What follows belongs to an exercise in optimizing a design on an open flow for small area, a short achievable clock period and few clock cycles per item; a production flow would make more cautious choices.
At most, simulation tests tie the RTL to the original design; equivalence was not proved.
Power is estimated from default activity; no workload was simulated.

==> wip/violet <==
==> flow/design.v <==
module processor(
input   clk,
input   ld_a,
input   [3:0] c,         
input   [31:0] b_rdata,
output  [31:0] b_wdata
    );
reg [31:0] w1;
always @(posedge clk) if (ld_a) w1 <= b_rdata;
wire [63:0] p = {b_rdata, w1};
wire [6:0] a0 = p[6:0],   a1 = p[13:7],  a2 = p[20:14], a3 = p[27:21];
wire [6:0] b0 = p[34:28], b1 = p[41:35], b2 = p[48:42], b3 = p[55:49];
wire [4:0] op = p[60:56];
wire is_add = op[0], is_sub = op[1], is_mul = op[2], is_tra = op[3], is_det = op[4];
wire is_as = is_add | is_sub;
wire l3 = c[0], l0 = c[1], l1 = c[2], l2 = c[3];
reg tra_r;    
reg det0;     
reg sa;       
reg sb;       
reg sd;       
always @(posedge clk) begin
    tra_r <= b_rdata[27];
    det0  <= c[0] & b_rdata[28];
    sa    <= c[0] | (c[1] & ~tra_r);
    sb    <= c[0] | c[1] | (c[2] & tra_r);
    sd    <= c[0] | c[2];
end
wire [6:0] ma = sa ? a0 : a2;    
wire [6:0] mb = sb ? a1 : a3;    
wire [6:0] max3 = ma + {ma[5:0], 1'b0};
wire [6:0] mbx3 = mb + {mb[5:0], 1'b0};
wire [6:0] da = det0 ? a3 : (sd ? b0 : b1);
wire [6:0] db = det0 ? ~a2 : (sd ? b2 : b3);
wire mulen = is_mul | det0;
wire adda = (is_as & (l0 | l2)) | (is_tra & (l0 | l1));
wire addb = (is_as & (l1 | l3)) | (is_tra & (l2 | l3));
reg sx;       
always @(posedge clk) sx <= c[0] | c[1];
wire [6:0] bl = sx ? da : db;
wire [6:0] x = ({7{is_as}} & (bl ^ {7{is_sub}})) | ({7{det0}} & a1);
wire pa0_1 = ((mulen & da[0] & ~da[1]) | adda);
wire pa0_2 = mulen & ~da[0] & da[1];
wire pa0_3 = mulen & da[0] & da[1];
wire pa0_r0 = (pa0_1 & ma[0]) | (pa0_3 & max3[0]);
wire pa0_r1 = (pa0_1 & ma[1]) | (pa0_2 & ma[0]) | (pa0_3 & max3[1]);
wire pa0_r2 = (pa0_1 & ma[2]) | (pa0_2 & ma[1]) | (pa0_3 & max3[2]);
wire pa0_r3 = (pa0_1 & ma[3]) | (pa0_2 & ma[2]) | (pa0_3 & max3[3]);
wire pa0_r4 = (pa0_1 & ma[4]) | (pa0_2 & ma[3]) | (pa0_3 & max3[4]);
wire pa0_r5 = (pa0_1 & ma[5]) | (pa0_2 & ma[4]) | (pa0_3 & max3[5]);
wire pa0_r6 = (pa0_1 & ma[6]) | (pa0_2 & ma[5]) | (pa0_3 & max3[6]);
wire pa1_1 = (mulen & da[2] & ~da[3]);
wire pa1_2 = mulen & ~da[2] & da[3];
wire pa1_3 = mulen & da[2] & da[3];
wire pa1_r2 = (pa1_1 & ma[0]) | (pa1_3 & max3[0]);
wire pa1_r3 = (pa1_1 & ma[1]) | (pa1_2 & ma[0]) | (pa1_3 & max3[1]);
wire pa1_r4 = (pa1_1 & ma[2]) | (pa1_2 & ma[1]) | (pa1_3 & max3[2]);
wire pa1_r5 = (pa1_1 & ma[3]) | (pa1_2 & ma[2]) | (pa1_3 & max3[3]);
wire pa1_r6 = (pa1_1 & ma[4]) | (pa1_2 & ma[3]) | (pa1_3 & max3[4]);
wire pa2_1 = (mulen & da[4] & ~da[5]);
wire pa2_2 = mulen & ~da[4] & da[5];
wire pa2_3 = mulen & da[4] & da[5];
wire pa2_r4 = (pa2_1 & ma[0]) | (pa2_3 & max3[0]);
wire pa2_r5 = (pa2_1 & ma[1]) | (pa2_2 & ma[0]) | (pa2_3 & max3[1]);
wire pa2_r6 = (pa2_1 & ma[2]) | (pa2_2 & ma[1]) | (pa2_3 & max3[2]);
wire pa3_1 = (mulen & da[6] & ~1'b0);
wire pa3_2 = mulen & ~da[6] & 1'b0;
wire pa3_3 = mulen & da[6] & 1'b0;
wire pa3_r6 = (pa3_1 & ma[0]) | (pa3_3 & max3[0]);
wire pb0_1 = ((mulen & db[0] & ~db[1]) | addb);
wire pb0_2 = mulen & ~db[0] & db[1];
wire pb0_3 = mulen & db[0] & db[1];
wire pb0_r0 = (pb0_1 & mb[0]) | (pb0_3 & mbx3[0]);
wire pb0_r1 = (pb0_1 & mb[1]) | (pb0_2 & mb[0]) | (pb0_3 & mbx3[1]);
wire pb0_r2 = (pb0_1 & mb[2]) | (pb0_2 & mb[1]) | (pb0_3 & mbx3[2]);
wire pb0_r3 = (pb0_1 & mb[3]) | (pb0_2 & mb[2]) | (pb0_3 & mbx3[3]);
wire pb0_r4 = (pb0_1 & mb[4]) | (pb0_2 & mb[3]) | (pb0_3 & mbx3[4]);
wire pb0_r5 = (pb0_1 & mb[5]) | (pb0_2 & mb[4]) | (pb0_3 & mbx3[5]);
wire pb0_r6 = (pb0_1 & mb[6]) | (pb0_2 & mb[5]) | (pb0_3 & mbx3[6]);
wire pb1_1 = (mulen & db[2] & ~db[3]);
wire pb1_2 = mulen & ~db[2] & db[3];
wire pb1_3 = mulen & db[2] & db[3];
wire pb1_r2 = (pb1_1 & mb[0]) | (pb1_3 & mbx3[0]);
wire pb1_r3 = (pb1_1 & mb[1]) | (pb1_2 & mb[0]) | (pb1_3 & mbx3[1]);
wire pb1_r4 = (pb1_1 & mb[2]) | (pb1_2 & mb[1]) | (pb1_3 & mbx3[2]);
wire pb1_r5 = (pb1_1 & mb[3]) | (pb1_2 & mb[2]) | (pb1_3 & mbx3[3]);
wire pb1_r6 = (pb1_1 & mb[4]) | (pb1_2 & mb[3]) | (pb1_3 & mbx3[4]);
wire pb2_1 = (mulen & db[4] & ~db[5]);
wire pb2_2 = mulen & ~db[4] & db[5];
wire pb2_3 = mulen & db[4] & db[5];
wire pb2_r4 = (pb2_1 & mb[0]) | (pb2_3 & mbx3[0]);
wire pb2_r5 = (pb2_1 & mb[1]) | (pb2_2 & mb[0]) | (pb2_3 & mbx3[1]);
wire pb2_r6 = (pb2_1 & mb[2]) | (pb2_2 & mb[1]) | (pb2_3 & mbx3[2]);
wire pb3_1 = (mulen & db[6] & ~1'b0);
wire pb3_2 = mulen & ~db[6] & 1'b0;
wire pb3_3 = mulen & db[6] & 1'b0;
wire pb3_r6 = (pb3_1 & mb[0]) | (pb3_3 & mbx3[0]);
wire t_s1;
wire t_c2;
wire t_s3;
wire t_c4;
wire t_s5;
wire t_s6;
assign t_s1 = pa0_r4 ^ pa1_r4;
assign t_c2 = pa0_r4 & pa1_r4;
assign t_s3 = pa0_r5 ^ pa1_r5 ^ pa2_r5;
assign t_c4 = (pa0_r5 & pa1_r5) | (pa0_r5 & pa2_r5) | (pa1_r5 & pa2_r5);
assign t_s5 = pa0_r6 ^ pa1_r6 ^ pa2_r6;
assign t_s6 = pa3_r6 ^ pb0_r6 ^ pb1_r6;
reg [34:0] s1;
reg s1_det;
always @(posedge clk) begin
    s1 <= {t_s6, t_s5, t_c4, x[6], pb3_r6, pb2_r6, t_s3, t_c2, x[5], pb2_r5, pb1_r5, pb0_r5, t_s1, x[4], pb2_r4, pb1_r4, pb0_r4, pa2_r4, x[3], pb1_r3, pb0_r3, pa1_r3, pa0_r3, x[2], pb1_r2, pb0_r2, pa1_r2, pa0_r2, x[1], pb0_r1, pa0_r1, is_sub, x[0], pb0_r0, pa0_r0};
    s1_det <= det0;
end
wire u_s1;
wire u_c2;
wire u_s3;
wire u_c4;
wire u_s5;
wire u_c6;
wire u_s7;
wire u_c8;
wire u_s9;
wire u_c10;
wire u_s11;
wire u_c12;
wire u_s13;
wire u_s14;
wire u_s15;
wire u_c16;
wire u_s17;
wire u_c18;
wire u_s19;
wire u_c20;
wire u_s21;
wire u_c22;
wire u_s23;
wire u_c24;
wire u_s25;
wire u_c26;
wire u_s27;
wire u_s28;
wire u_c29;
wire u_s30;
wire u_c31;
wire u_s32;
wire u_c33;
wire u_s34;
wire u_c35;
wire u_s36;
wire u_c37;
wire u_s38;
wire u_c39;
wire u_s40;
assign u_s1 = s1[7] ^ s1[8];
assign u_c2 = s1[7] & s1[8];
assign u_s3 = s1[12] ^ s1[13] ^ s1[14];
assign u_c4 = (s1[12] & s1[13]) | (s1[12] & s1[14]) | (s1[13] & s1[14]);
assign u_s5 = s1[17] ^ s1[18] ^ s1[19];
assign u_c6 = (s1[17] & s1[18]) | (s1[17] & s1[19]) | (s1[18] & s1[19]);
assign u_s7 = s1[20] ^ s1[21];
assign u_c8 = s1[20] & s1[21];
assign u_s9 = s1[23] ^ s1[24] ^ s1[25];
assign u_c10 = (s1[23] & s1[24]) | (s1[23] & s1[25]) | (s1[24] & s1[25]);
assign u_s11 = s1[26] ^ s1[27] ^ s1[28];
assign u_c12 = (s1[26] & s1[27]) | (s1[26] & s1[28]) | (s1[27] & s1[28]);
assign u_s13 = s1[29] ^ s1[30] ^ s1[31];
assign u_s14 = s1[32] ^ s1[33] ^ s1[34];
assign u_s15 = s1[0] ^ s1[1];
assign u_c16 = s1[0] & s1[1];
assign u_s17 = s1[4] ^ s1[5];
assign u_c18 = s1[4] & s1[5];
assign u_s19 = s1[9] ^ s1[10] ^ s1[11];
assign u_c20 = (s1[9] & s1[10]) | (s1[9] & s1[11]) | (s1[10] & s1[11]);
assign u_s21 = s1[15] ^ s1[16] ^ u_c2;
assign u_c22 = (s1[15] & s1[16]) | (s1[15] & u_c2) | (s1[16] & u_c2);
assign u_s23 = s1[22] ^ u_c4 ^ u_s5;
assign u_c24 = (s1[22] & u_c4) | (s1[22] & u_s5) | (u_c4 & u_s5);
assign u_s25 = u_c6 ^ u_c8 ^ u_s9;
assign u_c26 = (u_c6 & u_c8) | (u_c6 & u_s9) | (u_c8 & u_s9);
assign u_s27 = u_c10 ^ u_c12 ^ u_s13;
assign u_s28 = s1[2] ^ s1[3];
assign u_c29 = s1[2] & s1[3];
assign u_s30 = s1[6] ^ u_c16 ^ u_s17;
assign u_c31 = (s1[6] & u_c16) | (s1[6] & u_s17) | (u_c16 & u_s17);
assign u_s32 = u_s1 ^ u_c18 ^ u_s19;
assign u_c33 = (u_s1 & u_c18) | (u_s1 & u_s19) | (u_c18 & u_s19);
assign u_s34 = u_s3 ^ u_c20 ^ u_s21;
assign u_c35 = (u_s3 & u_c20) | (u_s3 & u_s21) | (u_c20 & u_s21);
assign u_s36 = u_s7 ^ u_c22 ^ u_s23;
assign u_c37 = (u_s7 & u_c22) | (u_s7 & u_s23) | (u_c22 & u_s23);
assign u_s38 = u_s11 ^ u_c24 ^ u_s25;
assign u_c39 = (u_s11 & u_c24) | (u_s11 & u_s25) | (u_c24 & u_s25);
assign u_s40 = u_s14 ^ u_c26 ^ u_s27;
wire [6:0] ra = {u_c39, u_c37, u_c35, u_c33, u_c31, u_c29, u_s15};
wire [6:0] rb = {u_s40, u_s38, u_s36, u_s34, u_s32, u_s30, u_s28};
wire [6:0] r = ra + rb;
reg [27:0] res;
always @(posedge clk) res <= {r[6] & ~s1_det, r[5:0], res[27:7]};
assign b_wdata = {4'd0, res[6:0], res[27:21], res[20:14], res[13:7]};
endmodule
module controller(
input clk,
input rst,                
input  [31:0] b_rdata,
output [31:0] addr,
output [3:0] we,
output en,
output ld_a,
output [3:0] c
    );
reg f, r1, r2, c0, c1, c2, c3, c4, wr;
reg k0, k1, k2;            
wire kd = ~(k0 | k1 | k2);
always @(posedge clk or negedge rst) begin
    if (!rst) begin
        f  <= 1'b1;
        r1 <= 1'b0;
        r2 <= 1'b0;
        c0 <= 1'b0;
        c1 <= 1'b0;
        c2 <= 1'b0;
        c3 <= 1'b0;
        c4 <= 1'b0;
        wr <= 1'b0;
        k0 <= 1'b1;
        k1 <= 1'b0;
        k2 <= 1'b0;
    end else begin
        f  <= (f & kd) | (r1 & ~b_rdata[31]) | wr;
        r1 <= f & ~kd;
        r2 <= r1 & b_rdata[31];
        c0 <= r2;
        c1 <= c0;
        c2 <= c1;
        c3 <= c2;
        c4 <= c3;
        wr <= c4;
        if (wr) begin
            k0 <= 1'b0;
            k1 <= k0;
            k2 <= k1;
        end
    end
end
wire [3:0] widx;
assign widx[0] = (r1 & (k0 | k2)) | ((r2 | wr) & k1);
assign widx[1] = (r1 & k2) | (r2 & k0) | (wr & (k0 | k1));
assign widx[2] = (r1 & (k1 | k2)) | (r2 & k1) | (wr & k2);
assign widx[3] = (r2 & k2) | wr;
assign en   = (f & ~kd) | r1 | r2 | wr;
assign we   = {4{wr}};
assign addr = {26'd0, widx, 2'b00};
assign ld_a = r2;
assign c    = {c3, c2, c1, c0};
endmodule
module top(
input clk,
input rst,
input  [31:0] b_rdata,
output [31:0] b_wdata,
output [31:0] addr,
output [3:0] we,
output en,
output rstout
    );
wire       ld_a;
wire [3:0] c;
assign rstout = ~rst;
processor po(
        .clk(clk),
        .ld_a(ld_a),
        .c(c),
        .b_rdata(b_rdata),
        .b_wdata(b_wdata)
    );
controller co(
        .clk(clk),
        .rst(rst),
        .b_rdata(b_rdata),
        .addr(addr),
        .we(we),
        .en(en),
        .ld_a(ld_a),
        .c(c)
    );
endmodule
==> flow/flow/run.sh <==
#!/bin/bash
set -e
export BUFFER_PORTS_ARGS="-buffer_cell sky130_fd_sc_hd__buf_1"
export SKIP_REPAIR_TIE_FANOUT=1
export CTS_ARGS="-sink_clustering_enable -repair_clock_nets -dont_use_dummy_load -sink_clustering_size 40 -sink_clustering_max_diameter 80 -buf_list {sky130_fd_sc_hd__clkbuf_4 sky130_fd_sc_hd__clkbuf_8}"
bash standard.sh > standard.log 2>&1
==> flow/standard.sh <==
#!/bin/bash
# synth_recipe.tcl (not shown) runs the flow's synth.tcl, then flattens the netlist and writes it again
# the make line also repeats each setting of config.mk as NAME=value (left out here)
make -C /OpenROAD-flow-scripts/flow DESIGN_CONFIG=/design/flow/config.mk WORK_HOME=/design/flow/orfs CLKGATE_MAP_FILE= SYNTH_SCRIPT=/design/flow/synth_recipe.tcl "${@:-finish}"
==> flow/config.mk <==
export PLATFORM = sky130hd
export DESIGN_NAME = top
export DESIGN_NICKNAME = top
export VERILOG_FILES = /design/flow/design.v
export SDC_FILE = /design/flow/constraint.sdc
export NUM_CORES = 4
export LEC_CHECK = 0
export CAP_MARGIN = 20
export CORE_MARGIN = 2
export CORE_UTILIZATION = 40
export SETUP_SLACK_MARGIN = 3.1
export SLEW_MARGIN = 20
==> flow/constraint.sdc <==
create_clock -name core_clock -period 6.0 [get_ports {clk}]
set_input_delay 1.2000 -clock core_clock [delete_from_list [all_inputs] [get_ports {clk}]]
set_output_delay 1.2000 -clock core_clock [all_outputs]
set_load 0.01 [all_outputs]
==> inputs of wip/raven, as changes to wip/violet <==
==> flow/design.v, changed modules only <==
module processor(
input   clk,
input   ld_a,
input   [3:0] l,
input   [31:0] b_rdata,
output  [31:0] b_wdata
    );
reg [31:0] w1;
always @(posedge clk) if (ld_a) w1 <= b_rdata;
wire [63:0] p = {b_rdata, w1};
wire [6:0] a0 = p[6:0],   a1 = p[13:7],  a2 = p[20:14], a3 = p[27:21];
wire [6:0] b0 = p[34:28], b1 = p[41:35], b2 = p[48:42], b3 = p[55:49];
wire [4:0] op = p[60:56];
wire is_add = op[0], is_sub = op[1], is_mul = op[2], is_tra = op[3], is_det = op[4];
wire is_as = is_add | is_sub;
wire sel01 = l[0] | l[1];
wire sel02 = l[0] | l[2];
wire det0 = is_det & l[0];
wire [6:0] ma = sel01 ? a0 : a2;
wire [6:0] mb = sel01 ? a1 : a3;
wire [6:0] max3 = ma + {ma[5:0], 1'b0};
wire [6:0] mbx3 = mb + {mb[5:0], 1'b0};
wire [6:0] na2 = ~a2 + 7'd1;
wire [6:0] da = det0 ? a3 : (sel02 ? b0 : b1);
wire [6:0] db = det0 ? na2 : (sel02 ? b2 : b3);
wire mulen = is_mul | det0;
wire adda = is_as & sel02;
wire addb = is_as & ~sel02;
wire [6:0] bl = ({7{l[0]}} & b0) | ({7{l[1]}} & b1) | ({7{l[2]}} & b2) | ({7{l[3]}} & b3);
wire [6:0] tl = ({7{l[0]}} & a0) | ({7{l[1]}} & a2) | ({7{l[2]}} & a1) | ({7{l[3]}} & a3);
wire [6:0] x = ({7{is_as}} & (bl ^ {7{is_sub}})) | ({7{is_tra}} & tl);
wire pa0_1 = ((mulen & da[0] & ~da[1]) | adda);
wire pa0_2 = mulen & ~da[0] & da[1];
wire pa0_3 = mulen & da[0] & da[1];
wire pa0_r0 = (pa0_1 & ma[0]) | (pa0_3 & max3[0]);
wire pa0_r1 = (pa0_1 & ma[1]) | (pa0_2 & ma[0]) | (pa0_3 & max3[1]);
wire pa0_r2 = (pa0_1 & ma[2]) | (pa0_2 & ma[1]) | (pa0_3 & max3[2]);
wire pa0_r3 = (pa0_1 & ma[3]) | (pa0_2 & ma[2]) | (pa0_3 & max3[3]);
wire pa0_r4 = (pa0_1 & ma[4]) | (pa0_2 & ma[3]) | (pa0_3 & max3[4]);
wire pa0_r5 = (pa0_1 & ma[5]) | (pa0_2 & ma[4]) | (pa0_3 & max3[5]);
wire pa0_r6 = (pa0_1 & ma[6]) | (pa0_2 & ma[5]) | (pa0_3 & max3[6]);
wire pa1_1 = (mulen & da[2] & ~da[3]);
wire pa1_2 = mulen & ~da[2] & da[3];
wire pa1_3 = mulen & da[2] & da[3];
wire pa1_r2 = (pa1_1 & ma[0]) | (pa1_3 & max3[0]);
wire pa1_r3 = (pa1_1 & ma[1]) | (pa1_2 & ma[0]) | (pa1_3 & max3[1]);
wire pa1_r4 = (pa1_1 & ma[2]) | (pa1_2 & ma[1]) | (pa1_3 & max3[2]);
wire pa1_r5 = (pa1_1 & ma[3]) | (pa1_2 & ma[2]) | (pa1_3 & max3[3]);
wire pa1_r6 = (pa1_1 & ma[4]) | (pa1_2 & ma[3]) | (pa1_3 & max3[4]);
wire pa2_1 = (mulen & da[4] & ~da[5]);
wire pa2_2 = mulen & ~da[4] & da[5];
wire pa2_3 = mulen & da[4] & da[5];
wire pa2_r4 = (pa2_1 & ma[0]) | (pa2_3 & max3[0]);
wire pa2_r5 = (pa2_1 & ma[1]) | (pa2_2 & ma[0]) | (pa2_3 & max3[1]);
wire pa2_r6 = (pa2_1 & ma[2]) | (pa2_2 & ma[1]) | (pa2_3 & max3[2]);
wire pa3_1 = (mulen & da[6] & ~1'b0);
wire pa3_2 = mulen & ~da[6] & 1'b0;
wire pa3_3 = mulen & da[6] & 1'b0;
wire pa3_r6 = (pa3_1 & ma[0]) | (pa3_3 & max3[0]);
wire pb0_1 = ((mulen & db[0] & ~db[1]) | addb);
wire pb0_2 = mulen & ~db[0] & db[1];
wire pb0_3 = mulen & db[0] & db[1];
wire pb0_r0 = (pb0_1 & mb[0]) | (pb0_3 & mbx3[0]);
wire pb0_r1 = (pb0_1 & mb[1]) | (pb0_2 & mb[0]) | (pb0_3 & mbx3[1]);
wire pb0_r2 = (pb0_1 & mb[2]) | (pb0_2 & mb[1]) | (pb0_3 & mbx3[2]);
wire pb0_r3 = (pb0_1 & mb[3]) | (pb0_2 & mb[2]) | (pb0_3 & mbx3[3]);
wire pb0_r4 = (pb0_1 & mb[4]) | (pb0_2 & mb[3]) | (pb0_3 & mbx3[4]);
wire pb0_r5 = (pb0_1 & mb[5]) | (pb0_2 & mb[4]) | (pb0_3 & mbx3[5]);
wire pb0_r6 = (pb0_1 & mb[6]) | (pb0_2 & mb[5]) | (pb0_3 & mbx3[6]);
wire pb1_1 = (mulen & db[2] & ~db[3]);
wire pb1_2 = mulen & ~db[2] & db[3];
wire pb1_3 = mulen & db[2] & db[3];
wire pb1_r2 = (pb1_1 & mb[0]) | (pb1_3 & mbx3[0]);
wire pb1_r3 = (pb1_1 & mb[1]) | (pb1_2 & mb[0]) | (pb1_3 & mbx3[1]);
wire pb1_r4 = (pb1_1 & mb[2]) | (pb1_2 & mb[1]) | (pb1_3 & mbx3[2]);
wire pb1_r5 = (pb1_1 & mb[3]) | (pb1_2 & mb[2]) | (pb1_3 & mbx3[3]);
wire pb1_r6 = (pb1_1 & mb[4]) | (pb1_2 & mb[3]) | (pb1_3 & mbx3[4]);
wire pb2_1 = (mulen & db[4] & ~db[5]);
wire pb2_2 = mulen & ~db[4] & db[5];
wire pb2_3 = mulen & db[4] & db[5];
wire pb2_r4 = (pb2_1 & mb[0]) | (pb2_3 & mbx3[0]);
wire pb2_r5 = (pb2_1 & mb[1]) | (pb2_2 & mb[0]) | (pb2_3 & mbx3[1]);
wire pb2_r6 = (pb2_1 & mb[2]) | (pb2_2 & mb[1]) | (pb2_3 & mbx3[2]);
wire pb3_1 = (mulen & db[6] & ~1'b0);
wire pb3_2 = mulen & ~db[6] & 1'b0;
wire pb3_3 = mulen & db[6] & 1'b0;
wire pb3_r6 = (pb3_1 & mb[0]) | (pb3_3 & mbx3[0]);
wire t_s1;
wire t_c2;
wire t_s3;
wire t_c4;
wire t_s5;
wire t_s6;
assign t_s1 = pa0_r4 ^ pa1_r4;
assign t_c2 = pa0_r4 & pa1_r4;
assign t_s3 = pa0_r5 ^ pa1_r5 ^ pa2_r5;
assign t_c4 = (pa0_r5 & pa1_r5) | (pa0_r5 & pa2_r5) | (pa1_r5 & pa2_r5);
assign t_s5 = pa0_r6 ^ pa1_r6 ^ pa2_r6;
assign t_s6 = pa3_r6 ^ pb0_r6 ^ pb1_r6;
reg [34:0] s1;
reg s1_det;
always @(posedge clk) begin
    s1 <= {t_s6, t_s5, t_c4, x[6], pb3_r6, pb2_r6, t_s3, t_c2, x[5], pb2_r5, pb1_r5, pb0_r5, t_s1, x[4], pb2_r4, pb1_r4, pb0_r4, pa2_r4, x[3], pb1_r3, pb0_r3, pa1_r3, pa0_r3, x[2], pb1_r2, pb0_r2, pa1_r2, pa0_r2, x[1], pb0_r1, pa0_r1, is_sub, x[0], pb0_r0, pa0_r0};
    s1_det <= det0;
end
wire u_s1;
wire u_c2;
wire u_s3;
wire u_c4;
wire u_s5;
wire u_c6;
wire u_s7;
wire u_c8;
wire u_s9;
wire u_c10;
wire u_s11;
wire u_c12;
wire u_s13;
wire u_s14;
wire u_s15;
wire u_c16;
wire u_s17;
wire u_c18;
wire u_s19;
wire u_c20;
wire u_s21;
wire u_c22;
wire u_s23;
wire u_c24;
wire u_s25;
wire u_c26;
wire u_s27;
wire u_s28;
wire u_c29;
wire u_s30;
wire u_c31;
wire u_s32;
wire u_c33;
wire u_s34;
wire u_c35;
wire u_s36;
wire u_c37;
wire u_s38;
wire u_c39;
wire u_s40;
assign u_s1 = s1[7] ^ s1[8];
assign u_c2 = s1[7] & s1[8];
assign u_s3 = s1[12] ^ s1[13] ^ s1[14];
assign u_c4 = (s1[12] & s1[13]) | (s1[12] & s1[14]) | (s1[13] & s1[14]);
assign u_s5 = s1[17] ^ s1[18] ^ s1[19];
assign u_c6 = (s1[17] & s1[18]) | (s1[17] & s1[19]) | (s1[18] & s1[19]);
assign u_s7 = s1[20] ^ s1[21];
assign u_c8 = s1[20] & s1[21];
assign u_s9 = s1[23] ^ s1[24] ^ s1[25];
assign u_c10 = (s1[23] & s1[24]) | (s1[23] & s1[25]) | (s1[24] & s1[25]);
assign u_s11 = s1[26] ^ s1[27] ^ s1[28];
assign u_c12 = (s1[26] & s1[27]) | (s1[26] & s1[28]) | (s1[27] & s1[28]);
assign u_s13 = s1[29] ^ s1[30] ^ s1[31];
assign u_s14 = s1[32] ^ s1[33] ^ s1[34];
assign u_s15 = s1[0] ^ s1[1];
assign u_c16 = s1[0] & s1[1];
assign u_s17 = s1[4] ^ s1[5];
assign u_c18 = s1[4] & s1[5];
assign u_s19 = s1[9] ^ s1[10] ^ s1[11];
assign u_c20 = (s1[9] & s1[10]) | (s1[9] & s1[11]) | (s1[10] & s1[11]);
assign u_s21 = s1[15] ^ s1[16] ^ u_c2;
assign u_c22 = (s1[15] & s1[16]) | (s1[15] & u_c2) | (s1[16] & u_c2);
assign u_s23 = s1[22] ^ u_c4 ^ u_s5;
assign u_c24 = (s1[22] & u_c4) | (s1[22] & u_s5) | (u_c4 & u_s5);
assign u_s25 = u_c6 ^ u_c8 ^ u_s9;
assign u_c26 = (u_c6 & u_c8) | (u_c6 & u_s9) | (u_c8 & u_s9);
assign u_s27 = u_c10 ^ u_c12 ^ u_s13;
assign u_s28 = s1[2] ^ s1[3];
assign u_c29 = s1[2] & s1[3];
assign u_s30 = s1[6] ^ u_c16 ^ u_s17;
assign u_c31 = (s1[6] & u_c16) | (s1[6] & u_s17) | (u_c16 & u_s17);
assign u_s32 = u_s1 ^ u_c18 ^ u_s19;
assign u_c33 = (u_s1 & u_c18) | (u_s1 & u_s19) | (u_c18 & u_s19);
assign u_s34 = u_s3 ^ u_c20 ^ u_s21;
assign u_c35 = (u_s3 & u_c20) | (u_s3 & u_s21) | (u_c20 & u_s21);
assign u_s36 = u_s7 ^ u_c22 ^ u_s23;
assign u_c37 = (u_s7 & u_c22) | (u_s7 & u_s23) | (u_c22 & u_s23);
assign u_s38 = u_s11 ^ u_c24 ^ u_s25;
assign u_c39 = (u_s11 & u_c24) | (u_s11 & u_s25) | (u_c24 & u_s25);
assign u_s40 = u_s14 ^ u_c26 ^ u_s27;
wire [6:0] ra = {u_c39, u_c37, u_c35, u_c33, u_c31, u_c29, u_s15};
wire [6:0] rb = {u_s40, u_s38, u_s36, u_s34, u_s32, u_s30, u_s28};
wire [6:0] r = ra + rb;
reg [27:0] res;
always @(posedge clk) res <= {r[6] & ~s1_det, r[5:0], res[27:7]};
assign b_wdata = {4'd0, res};
endmodule
module controller(
input clk,
input rst,                
input  [31:0] b_rdata,
output [31:0] addr,
output [3:0] we,
output en,
output ld_a,
output [3:0] l
    );
reg r1, r2, c0, c1, c2, c3, c4, wr;
reg [1:0] k;
wire f = ~(r1 | r2 | c0 | c1 | c2 | c3 | c4 | wr);
wire done = k[1] & k[0];
always @(posedge clk or negedge rst) begin
    if (!rst) begin
        r1 <= 1'b0;
        r2 <= 1'b0;
        c0 <= 1'b0;
        c1 <= 1'b0;
        c2 <= 1'b0;
        c3 <= 1'b0;
        c4 <= 1'b0;
        wr <= 1'b0;
        k  <= 2'd0;
    end else begin
        r1 <= f & ~done;
        r2 <= r1 & b_rdata[31];
        c0 <= r2;
        c1 <= c0;
        c2 <= c1;
        c3 <= c2;
        c4 <= c3;
        wr <= c4;
        if (wr) k <= k + 2'd1;
    end
end
reg [3:0] widx;
always @(*) begin
    case (k)
        2'd0: widx = r1 ? 4'd1 : r2 ? 4'd2 : 4'd10;
        2'd1: widx = r1 ? 4'd4 : r2 ? 4'd5 : 4'd11;
        default: widx = r1 ? 4'd7 : r2 ? 4'd8 : 4'd12;
    endcase
    if (f) widx = 4'd0;
end
assign en   = (f & ~done) | r1 | r2 | wr;
assign we   = {4{wr}};
assign addr = {26'd0, widx, 2'b00};
assign ld_a = r2;
assign l    = {c3, c2, c1, c0};
endmodule
module top(
input clk,
input rst,
input  [31:0] b_rdata,
output [31:0] b_wdata,
output [31:0] addr,
output [3:0] we,
output en,
output rstout
    );
wire       ld_a;
wire [3:0] l;
assign rstout = ~rst;
processor po(
        .clk(clk),
        .ld_a(ld_a),
        .l(l),
        .b_rdata(b_rdata),
        .b_wdata(b_wdata)
    );
controller co(
        .clk(clk),
        .rst(rst),
        .b_rdata(b_rdata),
        .addr(addr),
        .we(we),
        .en(en),
        .ld_a(ld_a),
        .l(l)
    );
endmodule
==> flow/flow/run.sh (replaced) <==
#!/bin/bash
set -e
export BUFFER_PORTS_ARGS="-buffer_cell sky130_fd_sc_hd__buf_2"
bash standard.sh > standard.log 2>&1
==> run summary <==
Async set-reset flop share out of synthesis: wip/violet 10.5%; wip/raven 9.43%
Outcome: wip/violet complete, no violations; wip/raven complete, no violations
Die span in y: wip/violet 123 um; wip/raven 125 um
Internal portion of total power: wip/violet 1.26 mW; wip/raven 2.56 mW
Relative slew slack: wip/violet 34.3%; wip/raven 44.6%
Delay contributed by the slowest stage of the critical path: wip/violet 750 ps; wip/raven 410 ps
Footprint of the flip-flops and latches: wip/violet 0.00267 sq mm; wip/raven 0.00250 sq mm
Tightest Pin Transition: wip/violet 982 ps; wip/raven 811 ps
Rows: wip/violet 43; wip/raven 44
Non-Filler Instances: wip/violet 745; wip/raven 840
Post-Layout Inst Area: wip/violet 0.00621 sq mm; wip/raven 0.00717 sq mm
Top achievable clock speed: wip/violet 347 MHz; wip/raven 342 MHz
Library cell contributing the largest single delay on the critical path: wip/violet sky130_fd_sc_hd__nor2_1; wip/raven sky130_fd_sc_hd__dfrtp_1
Part of the Yosys area used for sequential elements: wip/violet 46.7%; wip/raven 42.6%
Setup skew after layout: wip/violet 24.6 ps; wip/raven 7.78 ps
Number of ordinary and repair buffers in the finished layout: wip/violet 77; wip/raven 103
Testbench counts of wip/raven, summed over its fixed seeds: cycles 8,960, items 960.
No functional check of the RTL was part of wip/violet.

-- separate check: timing with driven ports --
In the flow no input, the clock included, has a driving cell. The finished layouts below were timed again as built, in two steps. Step 1 assumes that a clkbuf_16 drives the clock port and a buf_2 every other input. Step 2 moves the port delays by t, midway between the first and last clock arrival at a register: inputs arrive t later, outputs are due t later. That takes back most of the time a late clock gives input paths. Slacks: ideal / step 1 / step 2; pairs: ideal / step 1.
| run | t, ns | setup WS [ns] | worst setup path after step 2 | worst slew at a driven data input, ns |
|---|---|---|---|---|
| wip/violet | 0.449 | 3.118 / 3.114 / 2.666 | input to register | 0.04 |
| wip/raven | 0.397 | 3.075 / 3.034 / 2.797 | input to register | 0.04 |
After both steps setup and hold are still met in every run listed. The setup slack of wip/violet, which loses most, moves by -0.004 ns with the drivers and by -0.452 ns with both steps.
